Source: an optimization exercise on an open RTL-to-GDS flow (aim: small area). Production flows keep margins and buffers that such runs may drop. Function was checked by simulation only, so behaviour that the tests miss may differ from the original. The flow treats the clock pin as an ideal source, which a real chip does not have. No activity file was given, so power comes from the tool's default toggle rates.

## v13
Design axi4_straddle_convertor, start of the top module:
module axi4_straddle_convertor #
(
    parameter integer AXI_TUSER_L        = 161,
    parameter integer BUFFER_SIZE        = 4
)
(
    input wire                                  ACLK,
    input wire                                  ARESETN,
    input wire [AXI_TUSER_L-1:0]               S_AXIS_TUSER,
    input wire [511:0]                         S_AXIS_TDATA,
    input wire [15:0]                          S_AXIS_TKEEP,
    input wire                                 S_AXIS_TLAST,
    input wire                                 S_AXIS_TVALID,
    output wire                                S_AXIS_TREADY,
    output wire [AXI_TUSER_L-1:0]              M_AXIS_TUSER,
    output wire [511:0]                        M_AXIS_TDATA,
    output wire [15:0]                         M_AXIS_TKEEP,
    output wire                                M_AXIS_TLAST,
    output wire                                M_AXIS_TVALID,
    input wire                                 M_AXIS_TREADY,
    output reg [1:0]                           error_invalid_state
);
wire [1:0] is_sop      = S_AXIS_TUSER[65:64];
wire [1:0] is_eop      = S_AXIS_TUSER[77:76];
wire [1:0] is_sop0_ptr = S_AXIS_TUSER[69:68];
wire [3:0] is_eop0_ptr = S_AXIS_TUSER[83:80];
wire [3:0] is_eop1_ptr = S_AXIS_TUSER[87:84];
reg [1:0] wp0, rp0, wp1, rp1;
reg       f0, f1;               
reg       full0, full1;
reg [1:0] tlp_active;
reg [3:0] tracker;
reg       old_tlp;
reg [3:0] eop0, eop1;
reg       rfb0;                 
reg       out_sop;
assign S_AXIS_TREADY = !full0 && !full1;
wire fire = S_AXIS_TVALID && S_AXIS_TREADY;
reg [1:0] ac, an;
reg [3:0] tc;
reg       oc;
reg       ill_sop, ill_eop;
always @(*) begin
    ac = tlp_active;
    tc = tracker;
    oc = old_tlp;
    ill_sop = 1'b0;
    casez ({is_sop, tlp_active})
        4'b11??: begin ac = 2'b11; tc = 4'b1001; oc = 1'b0; end
        4'b0100: begin ac = 2'b01; tc = (is_sop0_ptr == 2'b00) ? 4'b0011 : 4'b0010; oc = 1'b0; end
        4'b0101: begin ac = 2'b11; tc = (is_sop0_ptr == 2'b00) ? 4'b0110 : 4'b1001; oc = 1'b0; end
        4'b0110: begin ac = 2'b11; tc = (is_sop0_ptr == 2'b00) ? 4'b1001 : 4'b0110; oc = 1'b1; end
        4'b00??: ;
        default: ill_sop = 1'b1;
    endcase
    an = ac;
    ill_eop = 1'b0;
    casez ({is_eop, ac})
        4'b1111: an = 2'b00;
        4'b0111: an = oc ? 2'b01 : 2'b10;
  ...
Size in the first run: about 8700 cells after synthesis, roughly 4300 flip-flops, ~1400 I/O pins.
Settings: LEC_CHECK=0, CAP_MARGIN=10, CORE_MARGIN=2, CORE_UTILIZATION=70, PLACE_DENSITY=0.85, SLEW_MARGIN=10, SYNTH_HIERARCHICAL=1, SYNTH_MINIMUM_KEEP_SIZE=0; clock period 5.5 ns.
standard.sh (not shown) runs the stock make flow with config.mk's settings and CLKGATE_MAP_FILE= SYNTH_SCRIPT=/design/flow/synth_recipe.tcl, a recipe that flattens the netlist after the stock synthesis.
==> flow/flow/run.sh <==
#!/bin/bash
set -o pipefail
export BUFFER_PORTS_ARGS="-buffer_cell sky130_fd_sc_hd__buf_1"
export CTS_ARGS="-sink_clustering_enable -repair_clock_nets -dont_use_dummy_load -buf_list sky130_fd_sc_hd__clkbuf_16 -sink_clustering_size 30 -sink_clustering_max_diameter 60"
export POST_CTS_TCL="$PWD/flow/downsize_buffers.tcl"
bash standard.sh > standard.log 2>&1
==> flow/flow/downsize_buffers.tcl <==
# POST_CTS hook: give each signal cell that placement-time repair sized up
# the smallest drive strength of the same cell whose output slew, and the
# slew at every pin it drives, stay under slew_limit (well inside the
# library's limits) and whose worst setup slack stays above slack_floor.
# Clock-tree cells are left alone. The global-route
# stage that follows repairs design rules and setup timing again with its
# own parasitics.
set slew_limit 1.0
set slack_floor 0.6
set n_down 0
set area_saved 0.0
foreach inst [get_cells *] {
  set orig [get_property $inst ref_name]
  if {![regexp {^(sky130_fd_sc_hd__[a-z0-9]+)_([0-9]+)$} $orig -> base drive]} continue
  if {$drive <= 1} continue
  if {[regexp {clkbuf|clkinv|clkdlybuf|conb|tapvpwr|fill|diode|decap} $base]} continue
  set opins [get_pins -of_objects $inst -filter "direction == output"]
  if {[llength $opins] != 1} continue
  set opin [lindex $opins 0]
  set net [get_nets -of_objects $opin]
  if {$net eq ""} continue
  set orig_area [get_property [get_lib_cells */$orig] area]
  # smaller drive strengths of the same cell, smallest area first
  set cands {}
  foreach lc [get_lib_cells */${base}_*] {
    set n [get_property $lc name]
    if {![regexp "^${base}_(\[0-9\]+)\$" $n -> d]} continue
    set a [get_property $lc area]
    if {$a < $orig_area} { lappend cands [list $a $n] }
  }
  set done 0
  foreach c [lsort -real -index 0 $cands] {
    lassign $c c_area c_name
    replace_cell $inst $c_name
    set ok [expr {[get_property $opin slew_max] <= $slew_limit
                  && [get_property $opin slack_max] >= $slack_floor}]
    if {$ok} {
      foreach ld [get_pins -of_objects $net -filter "direction == input"] {
        if {[get_property $ld slew_max] > $slew_limit} { set ok 0; break }
      }
    }
    if {$ok} {
      incr n_down
      set area_saved [expr {$area_saved + $orig_area - $c_area}]
      set done 1
      break
    }
  }
  if {!$done} { replace_cell $inst $orig }
}
puts "downsize_buffers: downsized $n_down cells, saved $area_saved um^2"
detailed_placement
check_placement -verbose
v13 finished every stage; the final checks, however, were not passed, the failures being negative setup slack.
Here is what was changed in the inputs of v51 compared with v13.
--- a/flow/flow/downsize_buffers.tcl
+++ b/flow/flow/downsize_buffers.tcl
@@ -3,8 +3,6 @@
 # slew at every pin it drives, stay under slew_limit (well inside the
-# library's limits) and whose worst setup slack stays above slack_floor.
-# Clock-tree cells are left alone. The global-route
+# library's limits). Clock-tree cells are left alone. The global-route
 # stage that follows repairs design rules and setup timing again with its
 # own parasitics.
-set slew_limit 1.0
-set slack_floor 0.6
+set slew_limit 0.6
 set n_down 0
@@ -34,4 +32,3 @@
     replace_cell $inst $c_name
-    set ok [expr {[get_property $opin slew_max] <= $slew_limit
-                  && [get_property $opin slack_max] >= $slack_floor}]
+    set ok [expr {[get_property $opin slew_max] <= $slew_limit}]
     if {$ok} {
Notes after the runs:
- v51 was carried through to the last stage, and its layout satisfied the timing, design-rule and antenna checks.
- Higher share of the clock period used by the worst path after layout goes to v13 over v51.
- Run comparison: v13 endpoint of the worst setup timing path M_AXIS_TDATA[152]; v51 endpoint of the worst setup timing path M_AXIS_TUSER[80]
- Against v13 as the reference, v51 delivers a higher area growth from synthesis to layout.
- From v13 to v51 the numbers moved as follows: wire length reported by the detailed router shows no meaningful change; slew of the pin with the lowest slew margin shows a reduction of 0.13 ns.
- In the metrics for v51 and v13, the one carrying the higher total combinational power is v51.
- Looking at v51 and v13, the mean routed wirelength per cell is a wash.
- Diff v13 -> v51 | vias after detailed routing | up slightly
Changes in v56 relative to v51:
--- a/flow/flow/downsize_buffers.tcl
+++ b/flow/flow/downsize_buffers.tcl
@@ -3,6 +3,8 @@
 # slew at every pin it drives, stay under slew_limit (well inside the
-# library's limits). Clock-tree cells are left alone. The global-route
+# library's limits) and whose worst setup slack stays above slack_floor.
+# Clock-tree cells are left alone. The global-route
 # stage that follows repairs design rules and setup timing again with its
 # own parasitics.
-set slew_limit 0.6
+set slew_limit 1.0
+set slack_floor 0.9
 set n_down 0
@@ -32,3 +34,4 @@
     replace_cell $inst $c_name
-    set ok [expr {[get_property $opin slew_max] <= $slew_limit}]
+    set ok [expr {[get_property $opin slew_max] <= $slew_limit
+                  && [get_property $opin slack_max] >= $slack_floor}]
     if {$ok} {
==> comparison <==
- Initial antenna violation count: v56 vs v51 down 12
- Looking at v56 and v51, the total power is a wash.
- Combinational cell fraction of total power: v51 vs v56, no meaningful difference
- Apart from v56, each of v56 and v51 ends the flow with a layout that passes the timing, design-rule and antenna checks.
- From the logs: v56 reached the end of the flow and failed the layout checks with negative setup slack.
- On area taken by multi-input logic gates, v56 and v51 are neck and neck.
- | net switching power | v56 vs v51 | ≈ equal |
- Compared with v51, v56 shows a lower worst slew slack as a fraction of its limit.
- The maximum clock frequency of v56 is lower than that of v51.
- Compared v56 vs v51, and combinational power is down in v56.

-- re-timing with driven ports --
The results above use ideal ports. As a check the final layouts listed here were re-extracted and re-timed, cells and wires unchanged.
Step 1 sets driving cells, clkbuf_16 on the clock port and buf_2 on the other inputs (assumed; they add their load-dependent delay and slew).
Step 2 adds t to the input delays and takes it off the output delays; t is the mean of the earliest and latest rising clock arrival at the registers after step 1. Input paths then give back, and output paths get back, about the clock's delay inside the block.
Slacks: no drivers / after step 1 / after step 2; pairs: no drivers / after step 1.
run | t, ns | slack for setup (ns) | pins driven straight from the clock port
v13 | 0.952 | -0.012 / -0.111 / -0.445 | 1
v51 | 0.952 | 0.171 / 0.074 / 0.079 | 1
v56 | 0.954 | -0.001 / -0.100 / -0.383 | 1
The setup slack of v13, which loses most, moves by -0.099 ns with the drivers and by -0.433 ns with both steps.
